Context: an optimization exercise on an open-source flow, tuned for small area. The choices shown serve that exercise and are no tape-out recipe.
At most, simulation tests tie the RTL to the original design; equivalence was not proved.
Power figures rest on the tool's default switching activity, not on a simulated workload.

==> run B <==
==> flow/design.v (excerpt) <==
module axi_injector (
  input          control_pclock,
  input          control_presetn,
  input          control_psel,
  input          control_penable,
  output         control_pready,
  input    [2:0] control_pprot,
  input   [31:0] control_paddr,
  input          control_pwrite,
  input   [31:0] control_pwdata,
  input    [7:0] control_pstrb,
  output  [31:0] control_prdata,
  output         control_pslverr,
  output  [23:0] data_awid,
  output  [47:0] data_awaddr,
  output   [7:0] data_awlen,
  output   [2:0] data_awsize,
  output   [1:0] data_awburst,
  output   [2:0] data_awprot,
  output   [3:0] data_awqos,
  output         data_awvalid,
  input          data_awready,
  output [255:0] data_wdata,
  output  [31:0] data_wstrb,
  output         data_wlast,
  output         data_wvalid,
  input          data_wready,
  input   [23:0] data_bid,
  input    [1:0] data_bresp,
  input          data_bvalid,
  output         data_bready,
  output  [23:0] data_arid,
  output  [47:0] data_araddr,
  output   [7:0] data_arlen,
  output   [2:0] data_arsize,
  output   [1:0] data_arburst,
  output   [2:0] data_arprot,
  output   [3:0] data_arqos,
  output         data_arvalid,
  input          data_arready,
  input   [23:0] data_rid,
  input  [255:0] data_rdata,
  input    [1:0] data_rresp,
  input          data_rlast,
  input          data_rvalid,
  output         data_rready
);
export LEC_CHECK = 0
export CAP_MARGIN = 20
export CORE_MARGIN = 2
export CORE_UTILIZATION = 45
export SLEW_MARGIN = 20
create_clock -name core_clock -period 12.0 [get_ports {control_pclock}]
standard.sh (not shown) runs the stock make flow with config.mk's settings and CLKGATE_MAP_FILE= SYNTH_SCRIPT=/design/flow/synth_recipe.tcl, a recipe that flattens the netlist after the stock synthesis.
==> flow/flow/run.sh <==
#!/bin/bash
# Own layout flow: the standard ORFS flow (same synthesis passes and
# registers, same floorplan, power grid, tap cells, placement, CTS and
# routing), with these changes:
#  - ABC maps the logic with an area-oriented script (flow/abc_area.script),
#  - port buffers are buf_1 cells,
#  - CTS inserts no dummy loads and uses larger sink clusters,
#  - Yosys does not map adders to full-adder cells (ABC maps them).
# Every tool writes its full output to a log in this folder (make_*.log) or
# under orfs/logs/.
set -euo pipefail
W=$(pwd)

# Synthesis: synth_recipe.tcl, sourcing ORFS's synth.tcl with only the ABC
# script replaced.
sed -e "s#^\([[:space:]]*\)log_cmd abc {\*}\$abc_args#\1lset abc_args 1 $W/flow/abc_area.script\n\1log_cmd abc {*}\$abc_args#" \
  "$FLOW_HOME/scripts/synth.tcl" > "$W/own_synth_body.tcl"
grep -q "lset abc_args 1" "$W/own_synth_body.tcl"
sed -e "s#source \$::env(SCRIPTS_DIR)/synth.tcl#source $W/own_synth_body.tcl#" \
  "$W/synth_recipe.tcl" > "$W/own_synth.tcl"
grep -q "own_synth_body" "$W/own_synth.tcl"

export BUFFER_PORTS_ARGS="-buffer_cell sky130_fd_sc_hd__buf_1"
export CTS_ARGS="-sink_clustering_enable -repair_clock_nets -dont_use_dummy_load -buf_list sky130_fd_sc_hd__clkbuf_16 -sink_clustering_size 24 -sink_clustering_max_diameter 100"

make -C "$FLOW_HOME" DESIGN_CONFIG="$W/config.mk" WORK_HOME="$W/orfs" CLKGATE_MAP_FILE= \
  SYNTH_SCRIPT="$W/own_synth.tcl" ADDER_MAP_FILE= finish > "$W/make_finish.log" 2>&1

R="$W/orfs/results/$FLOW_PLATFORM/axi_injector/base"
: # left out here: write the final layout as DEF
test -s "$W/out/final.def"
==> flow/flow/abc_area.script <==
strash
dc2
&get -n
&deepsyn -T 60
&put
strash
&get -n
&dch -f
&nf -R 1000
&put
strash
&get -n
&dch -f
&nf -R 1000
&put
strash
&get -n
&dch -f
&nf -R 1000
&put
strash
&get -n
&dch -f
&nf -R 1000
&put
strash
&get -n
&dch -f
&nf -R 1000
&put
==> run F: changes against run B <==
--- a/flow/design.v
+++ b/flow/design.v
@@ -1,6 +1,36 @@
+module injector_arith (
+  input  [47:0] address,
+  input  [47:0] range_increment,
+  input  [23:0] tcount,
+  input         addr_adv,
+  input  [47:0] gen_address,
+  input  [47:0] range_stop,
+  input  [47:0] number_transactions,
+  input         stop_on_count,
+  input  [24:0] outstanding,
+  input         resp_b,
+  input         resp_r,
+  input  [31:0] ts_counter,
+  input         count_en,
+  input  [47:0] lfsr_taps,
+  output        lfsr_feedback,
+  output [47:0] address_sum,
+  output [23:0] tcount_next,
+  output        do_finish,
+  output [24:0] outstanding_next,
+  output [31:0] ts_counter_inc
+);
+assign address_sum      = address + range_increment;
+assign lfsr_feedback    = ^(address & lfsr_taps);
+assign tcount_next      = tcount + {23'd0, addr_adv};
+assign do_finish        = stop_on_count ? ({24'd0, tcount_next} >= number_transactions)
+                                        : (gen_address >= range_stop);
+assign outstanding_next = outstanding + {24'd0, addr_adv} - {24'd0, resp_b} - {24'd0, resp_r};
+assign ts_counter_inc   = ts_counter + {31'd0, count_en};
+endmodule
 module axi_injector (
   input          control_pclock,
   input          control_presetn,
   input          control_psel,
   input          control_penable,
   output         control_pready,
@@ -55,36 +85,40 @@
 always_comb begin
   wsel = 64'd0;
   wsel[word] = 1'b1;
 end
 wire [63:0] we = wsel & {64{apb_write}};
 logic [1:0] r_control;
+logic       regs_valid;
 always_ff @(posedge control_pclock or negedge control_presetn) begin
-  if (!control_presetn) r_control <= 2'd0;
-  else if (we[5])       r_control <= wd[1:0];
+  if (!control_presetn) begin
+    r_control  <= 2'd0;
+    regs_valid <= 1'b0;
+  end else begin
+    regs_valid <= 1'b1;
+    if (we[5]) r_control <= wd[1:0];
+  end
 end
-wire [31:0] wd_zero = wd & {32{apb_write}};
-wire [31:0] wd_ones = wd | {32{~apb_write}};
+wire        load_write = apb_write & control_presetn;
+wire [31:0] wd_zero    = wd & {32{load_write}};
+wire [31:0] wd_ones    = wd | {32{~load_write}};
 logic [63:0] wflag;
 logic [31:0] wreg [0:63];
 genvar gi;
 generate
   for (gi = 0; gi < 64; gi = gi + 1) begin : g_word
     if (gi >= 9 && gi <= 38) begin : g_flagged
       localparam int W = (gi == 9) ? 3 : (gi == 36) ? 2 : (gi == 38) ? 21 : (gi == 21) ? 15
                        : ((gi <= 27 && gi[0]) ? 16 : 32);
       localparam bit ONES = (gi == 24 || gi == 25 || gi == 37);
       logic [W-1:0] q;
-      always_ff @(posedge control_pclock or negedge control_presetn) begin
-        if (!control_presetn) wflag[gi] <= 1'b0;
-        else if (we[gi])      wflag[gi] <= 1'b1;
-      end
       always_ff @(posedge control_pclock) begin
-        if (we[gi] | (~wflag[gi] & ~apb_write)) q <= ONES ? wd_ones[W-1:0] : wd_zero[W-1:0];
+        if (we[gi] | ~control_presetn) q <= ONES ? wd_ones[W-1:0] : wd_zero[W-1:0];
       end
-      assign wreg[gi] = 32'(q);
+      assign wreg[gi]  = 32'(q);
+      assign wflag[gi] = regs_valid;
     end else begin : g_plain
       assign wflag[gi] = 1'b0;
       assign wreg[gi]  = 32'd0;
     end
   end
 endgenerate
@@ -168,13 +202,13 @@
 wire w_valid  = active & is_write;
 wire ar_valid = active & ~is_write;
 wire aw_hs    = aw_valid & data_awready;
 wire ar_hs    = ar_valid & data_arready;
 wire addr_adv = aw_hs | ar_hs;
 wire data_adv = w_valid & data_awready;
-wire [23:0] tcount_next = tcount + {23'd0, addr_adv};
+wire [23:0] tcount_next;
 always_ff @(posedge control_pclock) begin
   if (do_reset) begin
     tcount <= 24'd0;
     burst  <= 9'd0;
   end else begin
     tcount <= tcount_next;
@@ -183,15 +217,15 @@
       else if (data_awready) burst <= burst - 9'd1;
     end
   end
 end
 logic [47:0] address, address_next;
 wire  [47:0] gen_address = address & r_fmask;
-wire         lfsr_fb     = ^(address & r_fib);
+wire         lfsr_fb;
 wire  [47:0] lfsr_next   = r_lmask & {lfsr_fb, ({47{lfsr_fb}} & r_gal) ^ address[47:1]};
-wire  [47:0] address_sum = address + r_rinc;
+wire  [47:0] address_sum;
 wire a_seed  = do_reset & r_mode[0];
 wire a_start = do_reset & ~r_mode[0];
 wire a_lfsr  = ~do_reset & addr_adv & r_mode[0];
 wire a_sum   = ~do_reset & addr_adv & ~r_mode[0];
 wire a_hold  = ~do_reset & ~addr_adv;
 assign address_next = ({48{a_seed}} & r_seed) | ({48{a_start}} & r_rstart) | ({48{a_lfsr}} & lfsr_next)
@@ -228,13 +262,41 @@
 logic [255:0] wdata;
 generate
   for (gi = 0; gi < 32; gi = gi + 1) begin : g_wdata
     assign wdata[gi*8 +: 8] = ~ndata[gi*8 +: 8] & {8{byte_en[gi]}};
   end
 endgenerate
-assign do_finish = r_mode[2] ? ({24'd0, tcount_next} >= r_ntr) : (gen_address >= r_rstop);
+logic [24:0] outstanding;
+wire         resp_b = data_bvalid;
+wire         resp_r = data_rvalid & data_rlast;
+logic [31:0] ts_counter;
+wire [24:0] outstanding_next;
+wire [31:0] ts_counter_inc;
+wire        count_en_d;
+injector_arith arith (
+  .address             ( address          ),
+  .range_increment     ( r_rinc           ),
+  .tcount              ( tcount           ),
+  .addr_adv            ( addr_adv         ),
+  .gen_address         ( gen_address      ),
+  .range_stop          ( r_rstop          ),
+  .number_transactions ( r_ntr            ),
+  .stop_on_count       ( r_mode[2]        ),
+  .outstanding         ( outstanding      ),
+  .resp_b              ( resp_b           ),
+  .resp_r              ( resp_r           ),
+  .ts_counter          ( ts_counter       ),
+  .count_en            ( count_en_d       ),
+  .lfsr_taps           ( r_fib            ),
+  .lfsr_feedback       ( lfsr_fb          ),
+  .address_sum         ( address_sum      ),
+  .tcount_next         ( tcount_next      ),
+  .do_finish           ( do_finish        ),
+  .outstanding_next    ( outstanding_next ),
+  .ts_counter_inc      ( ts_counter_inc   )
+);
 assign data_awid    = aw_valid ? tcount : 24'd0;
 assign data_awaddr  = {16'd0, aw_valid ? gen_address[31:0] : 32'd0};
 assign data_awlen   = aw_valid ? r_attr[8:1]   : 8'd0;
 assign data_awsize  = aw_valid ? r_attr[11:9]  : 3'd0;
 assign data_awburst = aw_valid ? r_attr[13:12] : 2'd0;
 assign data_awprot  = aw_valid ? r_attr[16:14] : 3'd0;
@@ -251,28 +313,24 @@
 assign data_arsize  = ar_valid ? r_attr[11:9]  : 3'd0;
 assign data_arburst = ar_valid ? r_attr[13:12] : 2'd0;
 assign data_arprot  = ar_valid ? r_attr[16:14] : 3'd0;
 assign data_arqos   = ar_valid ? r_attr[20:17] : 4'd0;
 assign data_arvalid = ar_valid;
 assign data_rready  = 1'b1;
-logic [24:0] outstanding;
-wire         resp_b = data_bvalid;
-wire         resp_r = data_rvalid & data_rlast;
 always_ff @(posedge control_pclock or negedge control_presetn) begin
   if (!control_presetn) outstanding <= 25'd0;
-  else outstanding <= outstanding + {24'd0, addr_adv} - {24'd0, resp_b} - {24'd0, resp_r};
+  else outstanding <= outstanding_next;
 end
 assign waiting = (outstanding != 25'd0);
-wire count_en_d     = (state1 == S_ACTIVE) | wait1;
+assign count_en_d   = (state1 == S_ACTIVE) | wait1;
 wire finish_pulse_d = ~wait1 & wait2;
-logic [31:0] ts_counter;
 logic [31:0] ts_start, ts_finish;
 logic        ts_start_ok, ts_finish_ok;
 always_ff @(posedge control_pclock) begin
   if (do_reset_d) ts_counter <= 32'd0;
-  else            ts_counter <= ts_counter + {31'd0, count_en_d};
+  else            ts_counter <= ts_counter_inc;
 end
 always_ff @(posedge control_pclock) begin
   if (start_pulse_d)  ts_start  <= ts_counter;
   if (finish_pulse_d) ts_finish <= ts_counter;
 end
 always_ff @(posedge control_pclock or negedge control_presetn) begin
==> flow/flow/run.sh (replaced) <==
#!/bin/bash
# Own layout flow: the standard ORFS flow (same synthesis passes and
# registers, same floorplan, power grid, tap cells, placement, CTS and
# routing), with these changes:
#  - ABC maps the top module with an area-oriented script
#    (flow/abc_area.script) and the arithmetic module with ORFS's own script,
#  - port buffers are buf_1 cells,
#  - CTS inserts no dummy loads and uses larger sink clusters,
#  - pass-through buffers from synthesis are buf_1 cells.
# Every tool writes its full output to a log in this folder (make_*.log) or
# under orfs/logs/.
set -euo pipefail
W=$(pwd)

sed -e "s#^\([[:space:]]*\)log_cmd abc {\*}\$abc_args#\1log_cmd abc {*}\$abc_args injector_arith\n\1lset abc_args 1 $W/flow/abc_area.script\n\1log_cmd abc {*}\$abc_args axi_injector#" \
  "$FLOW_HOME/scripts/synth.tcl" > "$W/own_synth_body.tcl"
grep -q "lset abc_args 1" "$W/own_synth_body.tcl"
sed -e "s#source \$::env(SCRIPTS_DIR)/synth.tcl#source $W/own_synth_body.tcl#" \
  "$W/synth_recipe.tcl" > "$W/own_synth.tcl"
grep -q "own_synth_body" "$W/own_synth.tcl"

export BUFFER_PORTS_ARGS="-buffer_cell sky130_fd_sc_hd__buf_1"
export CTS_ARGS="-sink_clustering_enable -repair_clock_nets -dont_use_dummy_load -buf_list sky130_fd_sc_hd__clkbuf_16 -sink_clustering_size 20 -sink_clustering_max_diameter 100"

make -C "$FLOW_HOME" DESIGN_CONFIG="$W/config.mk" WORK_HOME="$W/orfs" CLKGATE_MAP_FILE= \
  SYNTH_SCRIPT="$W/own_synth.tcl" \
  "MIN_BUF_CELL_AND_PORTS=sky130_fd_sc_hd__buf_1 A X" finish > "$W/make_finish.log" 2>&1

R="$W/orfs/results/$FLOW_PLATFORM/axi_injector/base"
: # left out here: write the final layout as DEF
test -s "$W/out/final.def"
--- a/flow/flow/abc_area.script
+++ b/flow/flow/abc_area.script
@@ -1,10 +1,10 @@
 strash
 dc2
 &get -n
-&deepsyn -T 60
+&deepsyn -J 10 -T 300
 &put
 strash
 &get -n
 &dch -f
 &nf -R 1000
 &put
SYNTH_HIERARCHICAL = 1   (was default)
==> comparison table <==
Vias per cell: run F 6.90; run B 7.20
Sequential element share of the synthesized area: run F 59.7%; run B 64.3%
Final clock period utilization by the worst path: run F 79.0%; run B 127%
Area growth from synthesis to layout: run F 12.9%; run B 14.1%
Number of buffers inserted during clock tree synthesis: run F 72; run B 58
Run status: run F complete, no violations; run B finished with violations
Layout check failures: run F -; run B negative setup slack
Timing startpoint of the critical path: run F control_paddr[2]; run B g_word[14].g_flagged.q[1]$_DFFE_PP_
Fraction of area in multi-input gates: run F 35.1%; run B 31.7%
Routability congestion estimate from global placement: run F 0.993; run B 1.00
Area of the mapped netlist: run F 55000 um^2; run B 52300 um^2
Switching share of power: run F 25.9%; run B 21.6%
Vertical die dimension: run F 354 um; run B 345 um
Placement-stage cell area: run F 60300 um^2; run B 57900 um^2
Sequential cells: run F 1226; run B 1255
Proportion of cell area spent on the clock network: run F 2.90%; run B 2.43%
Total number of tap cells: run F 1625; run B 1524
Multi-input combinational cell count: run F 3223; run B 2928
TritonCTS Sinks: run F 1226; run B 1255
Critical path endpoint: run F control_prdata[2]; run B address[47]$_DFF_P_
Transition at the pin with the smallest max-transition slack: run F 1.23 ns; run B 1.31 ns
Area share of fa/ha/maj cells after synthesis: run F 3.66%; run B 0.670%
Start point of the worst hold path: run F state2[1]$_DFF_PN0_; run B req1[0]$_DFF_PN0_
Share of final-layout standard cells stronger than drive strength 1: run F 5.02%; run B 8.00%
Drt first pass iters: run F 13; run B 15
Worst supply voltage drop on vdd: run F 0.121 mV; run B 0.133 mV
Data required, critical path: run F 9.60 ns; run B 12.62 ns
Non-Filler Cell Area, Final: run F 62100 um^2; run B 59700 um^2
The RTL of run B was laid out without a check of its function.

==> inputs of job 9369 <==
Another version of the RTL of axi_injector (not shown whole).
==> flow/config.mk <==
export PLATFORM = sky130hd
export DESIGN_NAME = axi_injector
export DESIGN_NICKNAME = axi_injector
export VERILOG_FILES = /design/flow/design.v
export SDC_FILE = /design/flow/constraint.sdc
export NUM_CORES = 4
export LEC_CHECK = 0
export CAP_MARGIN = 20
export CORE_MARGIN = 2
export CORE_UTILIZATION = 45
export SLEW_MARGIN = 20
export SYNTH_HIERARCHICAL = 1
==> flow/constraint.sdc <==
create_clock -name core_clock -period 12.0 [get_ports {control_pclock}]
set_input_delay 2.4000 -clock core_clock [delete_from_list [all_inputs] [get_ports {control_pclock}]]
set_output_delay 2.4000 -clock core_clock [all_outputs]
set_load 0.01 [all_outputs]
==> flow/flow/run.sh <==
#!/bin/bash
# Own layout flow: the standard ORFS flow (same synthesis passes and
# registers, same floorplan, power grid, tap cells, placement, CTS and
# routing), with these changes:
#  - ABC maps the top module with an area-oriented script
#    (flow/abc_area.script) and the address adder with flow/abc_arith.script,
#  - port buffers are buf_1 cells,
#  - CTS inserts no dummy loads and uses larger sink clusters,
#  - Yosys does not map adders to full-adder cells (ABC maps them),
#  - pass-through buffers from synthesis are buf_1 cells.
# Every tool writes its full output to a log in this folder (make_*.log) or
# under orfs/logs/.
set -euo pipefail
W=$(pwd)

sed -e "s#^\([[:space:]]*\)log_cmd abc {\*}\$abc_args#\1lset abc_args 1 $W/flow/abc_arith.script\n\1log_cmd abc {*}\$abc_args address_adder\n\1lset abc_args 1 $W/flow/abc_area.script\n\1log_cmd abc {*}\$abc_args axi_injector#" \
  "$FLOW_HOME/scripts/synth.tcl" > "$W/own_synth_body.tcl"
grep -q "lset abc_args 1" "$W/own_synth_body.tcl"
sed -e "s#source \$::env(SCRIPTS_DIR)/synth.tcl#source $W/own_synth_body.tcl#" \
  "$W/synth_recipe.tcl" > "$W/own_synth.tcl"
grep -q "own_synth_body" "$W/own_synth.tcl"

export BUFFER_PORTS_ARGS="-buffer_cell sky130_fd_sc_hd__buf_1"
export CTS_ARGS="-sink_clustering_enable -repair_clock_nets -dont_use_dummy_load -buf_list sky130_fd_sc_hd__clkbuf_16 -sink_clustering_size 20 -sink_clustering_max_diameter 100"

make -C "$FLOW_HOME" DESIGN_CONFIG="$W/config.mk" WORK_HOME="$W/orfs" CLKGATE_MAP_FILE= \
  SYNTH_SCRIPT="$W/own_synth.tcl" ADDER_MAP_FILE= \
  "MIN_BUF_CELL_AND_PORTS=sky130_fd_sc_hd__buf_1 A X" finish > "$W/make_finish.log" 2>&1

R="$W/orfs/results/$FLOW_PLATFORM/axi_injector/base"
: # left out here: write the final layout as DEF
test -s "$W/out/final.def"
==> flow/flow/abc_area.script <==
strash
dc2
&get -n
&deepsyn -J 10 -T 300
&put
strash
&get -n
&dch -f
&nf -R 1000
&put
strash
&get -n
&dch -f
&nf -R 1000
&put
strash
&get -n
&dch -f
&nf -R 1000
&put
strash
&get -n
&dch -f
&nf -R 1000
&put
strash
&get -n
&dch -f
&nf -R 1000
&put
==> flow/flow/abc_arith.script <==
strash
&get -n
&fraig -x
&put
scorr
dc2
strash
&get -n
&dch -f
&nf -R 1000
&put
strash
&get -n
&dch -f
&nf -R 1000
&put
==> job 7015 (differences from job 9369) <==
--- a/flow/design.v
+++ b/flow/design.v
@@ -1,15 +1,8 @@
-module address_adder (
-  input  [47:0] a,
-  input  [47:0] b,
-  output [47:0] sum
-);
-assign sum = a + b;
-endmodule
 module axi_injector (
   input          control_pclock,
   input          control_presetn,
   input          control_psel,
   input          control_penable,
   output         control_pready,
   input    [2:0] control_pprot,
   input   [31:0] control_paddr,
@@ -194,22 +187,17 @@
       else if (data_awready) burst <= burst - 9'd1;
     end
   end
 end
 logic [47:0] address, address_next;
 wire  [47:0] gen_address = address & r_fmask;
 wire         lfsr_fb     = ^(address & r_fib);
 wire  [47:0] lfsr_next   = r_lmask & {lfsr_fb, ({47{lfsr_fb}} & r_gal) ^ address[47:1]};
-wire  [47:0] address_sum;
-address_adder address_adder (
-  .a   ( address     ),
-  .b   ( r_rinc      ),
-  .sum ( address_sum )
-);
+wire  [47:0] address_sum = address + r_rinc;
 wire a_seed  = do_reset & r_mode[0];
 wire a_start = do_reset & ~r_mode[0];
 wire a_lfsr  = ~do_reset & addr_adv & r_mode[0];
 wire a_sum   = ~do_reset & addr_adv & ~r_mode[0];
 wire a_hold  = ~do_reset & ~addr_adv;
 assign address_next = ({48{a_seed}} & r_seed) | ({48{a_start}} & r_rstart) | ({48{a_lfsr}} & lfsr_next)
                     | ({48{a_sum}} & address_sum) | ({48{a_hold}} & address);
 always_ff @(posedge control_pclock) address <= address_next;
==> flow/run.sh (new file) <==
#!/bin/bash
# synth_recipe.tcl (not shown) runs the flow's synth.tcl, then flattens the netlist and writes it again
# the make line also repeats each setting of config.mk as NAME=value (left out here)
make -C /OpenROAD-flow-scripts/flow DESIGN_CONFIG=/design/flow/config.mk WORK_HOME=/design/flow/orfs CLKGATE_MAP_FILE= SYNTH_SCRIPT=/design/flow/synth_recipe.tcl finish
Settings changed: CTS_BUF_LIST set to sky130_fd_sc_hd__clkbuf_16, CTS_CLUSTER_DIAMETER set to 100, CTS_CLUSTER_SIZE set to 24, SYNTH_HIERARCHICAL 1 to unset.
removed: flow/flow/run.sh
removed: flow/flow/abc_area.script
removed: flow/flow/abc_arith.script
removed: flow/standard.sh
==> job 7705 (differences from job 9369) <==
--- a/flow/design.v
+++ b/flow/design.v
@@ -1,14 +1,37 @@
-module address_adder (
-  input  [47:0] a,
-  input  [47:0] b,
-  output [47:0] sum
+module injector_arith (
+  input  [47:0] address,
+  input  [47:0] range_increment,
+  input  [23:0] tcount,
+  input         addr_adv,
+  input  [47:0] gen_address,
+  input  [47:0] range_stop,
+  input  [47:0] number_transactions,
+  input         stop_on_count,
+  input  [24:0] outstanding,
+  input         resp_b,
+  input         resp_r,
+  input  [31:0] ts_counter,
+  input         count_en,
+  input  [47:0] lfsr_taps,
+  output        lfsr_feedback,
+  output [47:0] address_sum,
+  output [23:0] tcount_next,
+  output        do_finish,
+  output [24:0] outstanding_next,
+  output [31:0] ts_counter_inc
 );
-assign sum = a + b;
+assign address_sum      = address + range_increment;
+assign lfsr_feedback    = ^(address & lfsr_taps);
+assign tcount_next      = tcount + {23'd0, addr_adv};
+assign do_finish        = stop_on_count ? ({24'd0, tcount_next} >= number_transactions)
+                                        : (gen_address >= range_stop);
+assign outstanding_next = outstanding + {24'd0, addr_adv} - {24'd0, resp_b} - {24'd0, resp_r};
+assign ts_counter_inc   = ts_counter + {31'd0, count_en};
 endmodule
 module axi_injector (
   input          control_pclock,
   input          control_presetn,
   input          control_psel,
   input          control_penable,
   output         control_pready,
   input    [2:0] control_pprot,
@@ -177,39 +200,34 @@
 wire         burst_zero = (burst == 9'd0);
 wire aw_valid = active & is_write & burst_zero;
 wire w_valid  = active & is_write;
 wire ar_valid = active & ~is_write;
 wire aw_hs    = aw_valid & data_awready;
 wire ar_hs    = ar_valid & data_arready;
 wire addr_adv = aw_hs | ar_hs;
 wire data_adv = w_valid & data_awready;
-wire [23:0] tcount_next = tcount + {23'd0, addr_adv};
+wire [23:0] tcount_next;
 always_ff @(posedge control_pclock) begin
   if (do_reset) begin
     tcount <= 24'd0;
     burst  <= 9'd0;
   end else begin
     tcount <= tcount_next;
     if (w_valid) begin
       if (burst_zero) burst <= data_awready ? {1'b0, len} : {1'b0, len} + 9'd1;
       else if (data_awready) burst <= burst - 9'd1;
     end
   end
 end
 logic [47:0] address, address_next;
 wire  [47:0] gen_address = address & r_fmask;
-wire         lfsr_fb     = ^(address & r_fib);
+wire         lfsr_fb;
 wire  [47:0] lfsr_next   = r_lmask & {lfsr_fb, ({47{lfsr_fb}} & r_gal) ^ address[47:1]};
 wire  [47:0] address_sum;
-address_adder address_adder (
-  .a   ( address     ),
-  .b   ( r_rinc      ),
-  .sum ( address_sum )
-);
 wire a_seed  = do_reset & r_mode[0];
 wire a_start = do_reset & ~r_mode[0];
 wire a_lfsr  = ~do_reset & addr_adv & r_mode[0];
 wire a_sum   = ~do_reset & addr_adv & ~r_mode[0];
 wire a_hold  = ~do_reset & ~addr_adv;
 assign address_next = ({48{a_seed}} & r_seed) | ({48{a_start}} & r_rstart) | ({48{a_lfsr}} & lfsr_next)
                     | ({48{a_sum}} & address_sum) | ({48{a_hold}} & address);
 always_ff @(posedge control_pclock) address <= address_next;
@@ -242,17 +260,45 @@
 always_ff @(posedge control_pclock) ndata <= ndata_next;
 wire [31:0] byte_en = {32{w_valid}} & r_dmask;
 logic [255:0] wdata;
 generate
   for (gi = 0; gi < 32; gi = gi + 1) begin : g_wdata
     assign wdata[gi*8 +: 8] = ~ndata[gi*8 +: 8] & {8{byte_en[gi]}};
   end
 endgenerate
-assign do_finish = r_mode[2] ? ({24'd0, tcount_next} >= r_ntr) : (gen_address >= r_rstop);
+logic [24:0] outstanding;
+wire         resp_b = data_bvalid;
+wire         resp_r = data_rvalid & data_rlast;
+logic [31:0] ts_counter;
+wire [24:0] outstanding_next;
+wire [31:0] ts_counter_inc;
+wire        count_en_d;
+injector_arith arith (
+  .address             ( address          ),
+  .range_increment     ( r_rinc           ),
+  .tcount              ( tcount           ),
+  .addr_adv            ( addr_adv         ),
+  .gen_address         ( gen_address      ),
+  .range_stop          ( r_rstop          ),
+  .number_transactions ( r_ntr            ),
+  .stop_on_count       ( r_mode[2]        ),
+  .outstanding         ( outstanding      ),
+  .resp_b              ( resp_b           ),
+  .resp_r              ( resp_r           ),
+  .ts_counter          ( ts_counter       ),
+  .count_en            ( count_en_d       ),
+  .lfsr_taps           ( r_fib            ),
+  .lfsr_feedback       ( lfsr_fb          ),
+  .address_sum         ( address_sum      ),
+  .tcount_next         ( tcount_next      ),
+  .do_finish           ( do_finish        ),
+  .outstanding_next    ( outstanding_next ),
+  .ts_counter_inc      ( ts_counter_inc   )
+);
 assign data_awid    = aw_valid ? tcount : 24'd0;
 assign data_awaddr  = {16'd0, aw_valid ? gen_address[31:0] : 32'd0};
 assign data_awlen   = aw_valid ? r_attr[8:1]   : 8'd0;
 assign data_awsize  = aw_valid ? r_attr[11:9]  : 3'd0;
 assign data_awburst = aw_valid ? r_attr[13:12] : 2'd0;
 assign data_awprot  = aw_valid ? r_attr[16:14] : 3'd0;
 assign data_awqos   = aw_valid ? r_attr[20:17] : 4'd0;
 assign data_awvalid = aw_valid;
@@ -265,32 +311,28 @@
 assign data_araddr  = {16'd0, ar_valid ? gen_address[31:0] : 32'd0};
 assign data_arlen   = ar_valid ? r_attr[8:1]   : 8'd0;
 assign data_arsize  = ar_valid ? r_attr[11:9]  : 3'd0;
 assign data_arburst = ar_valid ? r_attr[13:12] : 2'd0;
 assign data_arprot  = ar_valid ? r_attr[16:14] : 3'd0;
 assign data_arqos   = ar_valid ? r_attr[20:17] : 4'd0;
 assign data_arvalid = ar_valid;
 assign data_rready  = 1'b1;
-logic [24:0] outstanding;
-wire         resp_b = data_bvalid;
-wire         resp_r = data_rvalid & data_rlast;
 always_ff @(posedge control_pclock or negedge control_presetn) begin
   if (!control_presetn) outstanding <= 25'd0;
-  else outstanding <= outstanding + {24'd0, addr_adv} - {24'd0, resp_b} - {24'd0, resp_r};
+  else outstanding <= outstanding_next;
 end
 assign waiting = (outstanding != 25'd0);
-wire count_en_d     = (state1 == S_ACTIVE) | wait1;
+assign count_en_d   = (state1 == S_ACTIVE) | wait1;
 wire finish_pulse_d = ~wait1 & wait2;
-logic [31:0] ts_counter;
 logic [31:0] ts_start, ts_finish;
 logic        ts_start_ok, ts_finish_ok;
 always_ff @(posedge control_pclock) begin
   if (do_reset_d) ts_counter <= 32'd0;
-  else            ts_counter <= ts_counter + {31'd0, count_en_d};
+  else            ts_counter <= ts_counter_inc;
 end
 always_ff @(posedge control_pclock) begin
   if (start_pulse_d)  ts_start  <= ts_counter;
   if (finish_pulse_d) ts_finish <= ts_counter;
 end
 always_ff @(posedge control_pclock or negedge control_presetn) begin
   if (!control_presetn) begin
     ts_start_ok  <= 1'b0;
==> flow/flow/run.sh (replaced) <==
#!/bin/bash
# Own layout flow: the standard ORFS flow (same synthesis passes and
# registers, same floorplan, power grid, tap cells, placement, CTS and
# routing), with these changes:
#  - ABC maps the top module with an area-oriented script
#    (flow/abc_area.script) and the arithmetic module with ORFS's own script,
#  - port buffers are buf_1 cells,
#  - CTS inserts no dummy loads and uses larger sink clusters,
#  - pass-through buffers from synthesis are buf_1 cells.
# Every tool writes its full output to a log in this folder (make_*.log) or
# under orfs/logs/.
set -euo pipefail
W=$(pwd)

sed -e "s#^\([[:space:]]*\)log_cmd abc {\*}\$abc_args#\1log_cmd abc {*}\$abc_args injector_arith\n\1lset abc_args 1 $W/flow/abc_area.script\n\1log_cmd abc {*}\$abc_args axi_injector#" \
  "$FLOW_HOME/scripts/synth.tcl" > "$W/own_synth_body.tcl"
grep -q "lset abc_args 1" "$W/own_synth_body.tcl"
sed -e "s#source \$::env(SCRIPTS_DIR)/synth.tcl#source $W/own_synth_body.tcl#" \
  "$W/synth_recipe.tcl" > "$W/own_synth.tcl"
grep -q "own_synth_body" "$W/own_synth.tcl"

export BUFFER_PORTS_ARGS="-buffer_cell sky130_fd_sc_hd__buf_1"
export CTS_ARGS="-sink_clustering_enable -repair_clock_nets -dont_use_dummy_load -buf_list sky130_fd_sc_hd__clkbuf_16 -sink_clustering_size 24 -sink_clustering_max_diameter 100"

make -C "$FLOW_HOME" DESIGN_CONFIG="$W/config.mk" WORK_HOME="$W/orfs" CLKGATE_MAP_FILE= \
  SYNTH_SCRIPT="$W/own_synth.tcl" \
  "MIN_BUF_CELL_AND_PORTS=sky130_fd_sc_hd__buf_1 A X" finish > "$W/make_finish.log" 2>&1

R="$W/orfs/results/$FLOW_PLATFORM/axi_injector/base"
: # left out here: write the final layout as DEF
test -s "$W/out/final.def"
removed: flow/flow/abc_arith.script
==> qor summary <==
	job 9369	job 7015	job 7705
Skew-Pair Late Insertion Delay	680 ps	760 ps	740 ps
Worst reg-to-reg setup slack	960 ps	6060 ps	4100 ps
Proportion of power drawn by combinational gates	5.5%	20.1%	11.3%
Result of the run	finished clean	finished clean	finished clean
Clock buffer count from CTS	71	59	58
Synthesized area divided by synthesized cell count	11.9 um2	11.0 um2	11.8 um2
Final worst path period need	11,040 ps	10,570 ps	9520 ps
Antenna violations before repair	23	38	22
Clock-pin slew of the registers on the worst-case setup and hold paths	90 ps	100 ps	100 ps
Multi-input combinational cell area	19,100 um2	23,400 um2	21,800 um2
Met2 routed WL	106,000 um	124,000 um	112,000 um
Placement Cell Area	56,900 um2	65,600 um2	60,300 um2
Detailed Route Iter0 Violations	10,000	9,620	9,488

what the ideal ports hide:
How much do the figures lean on ideal ports? The routed layouts below were timed once more, with nothing changed but the port constraints. Step 1, drivers: a clkbuf_16 drives control_pclock and a buf_2 each remaining input, both assumed. Step 2 adds t to the input delays and takes it off the output delays; t is the mean of the earliest and latest rising clock arrival at the registers after step 1. Input paths then give back, and output paths get back, about the clock's delay inside the block. Slacks: no drivers / after step 1 / after step 2; pairs: no drivers / after step 1.
| run | shift t [ns] | slack for setup (ns) | worst hold slack (ns) | worst data-port slew with drivers (ns) | pins driven straight from the clock port |
|---|---|---|---|---|---|
| run B | 0.800 | -3.197 / -3.197 / -3.197 | 0.356 / 0.356 / 0.356 | 0.23 | 1 |
| run F | 0.740 | 2.516 / 2.470 / 2.470 | 0.357 / 0.357 / 0.357 | 0.21 | 1 |
| job 9369 | 0.740 | 0.961 / 0.961 / 0.961 | 0.354 / 0.354 / 0.354 | 0.11 | 1 |
| job 7015 | 0.826 | 1.425 / 1.404 / 1.404 | 0.357 / 0.357 / 0.357 | 0.07 | 1 |
| job 7705 | 0.798 | 2.484 / 2.438 / 2.438 | 0.360 / 0.360 / 0.360 | 0.20 | 1 |
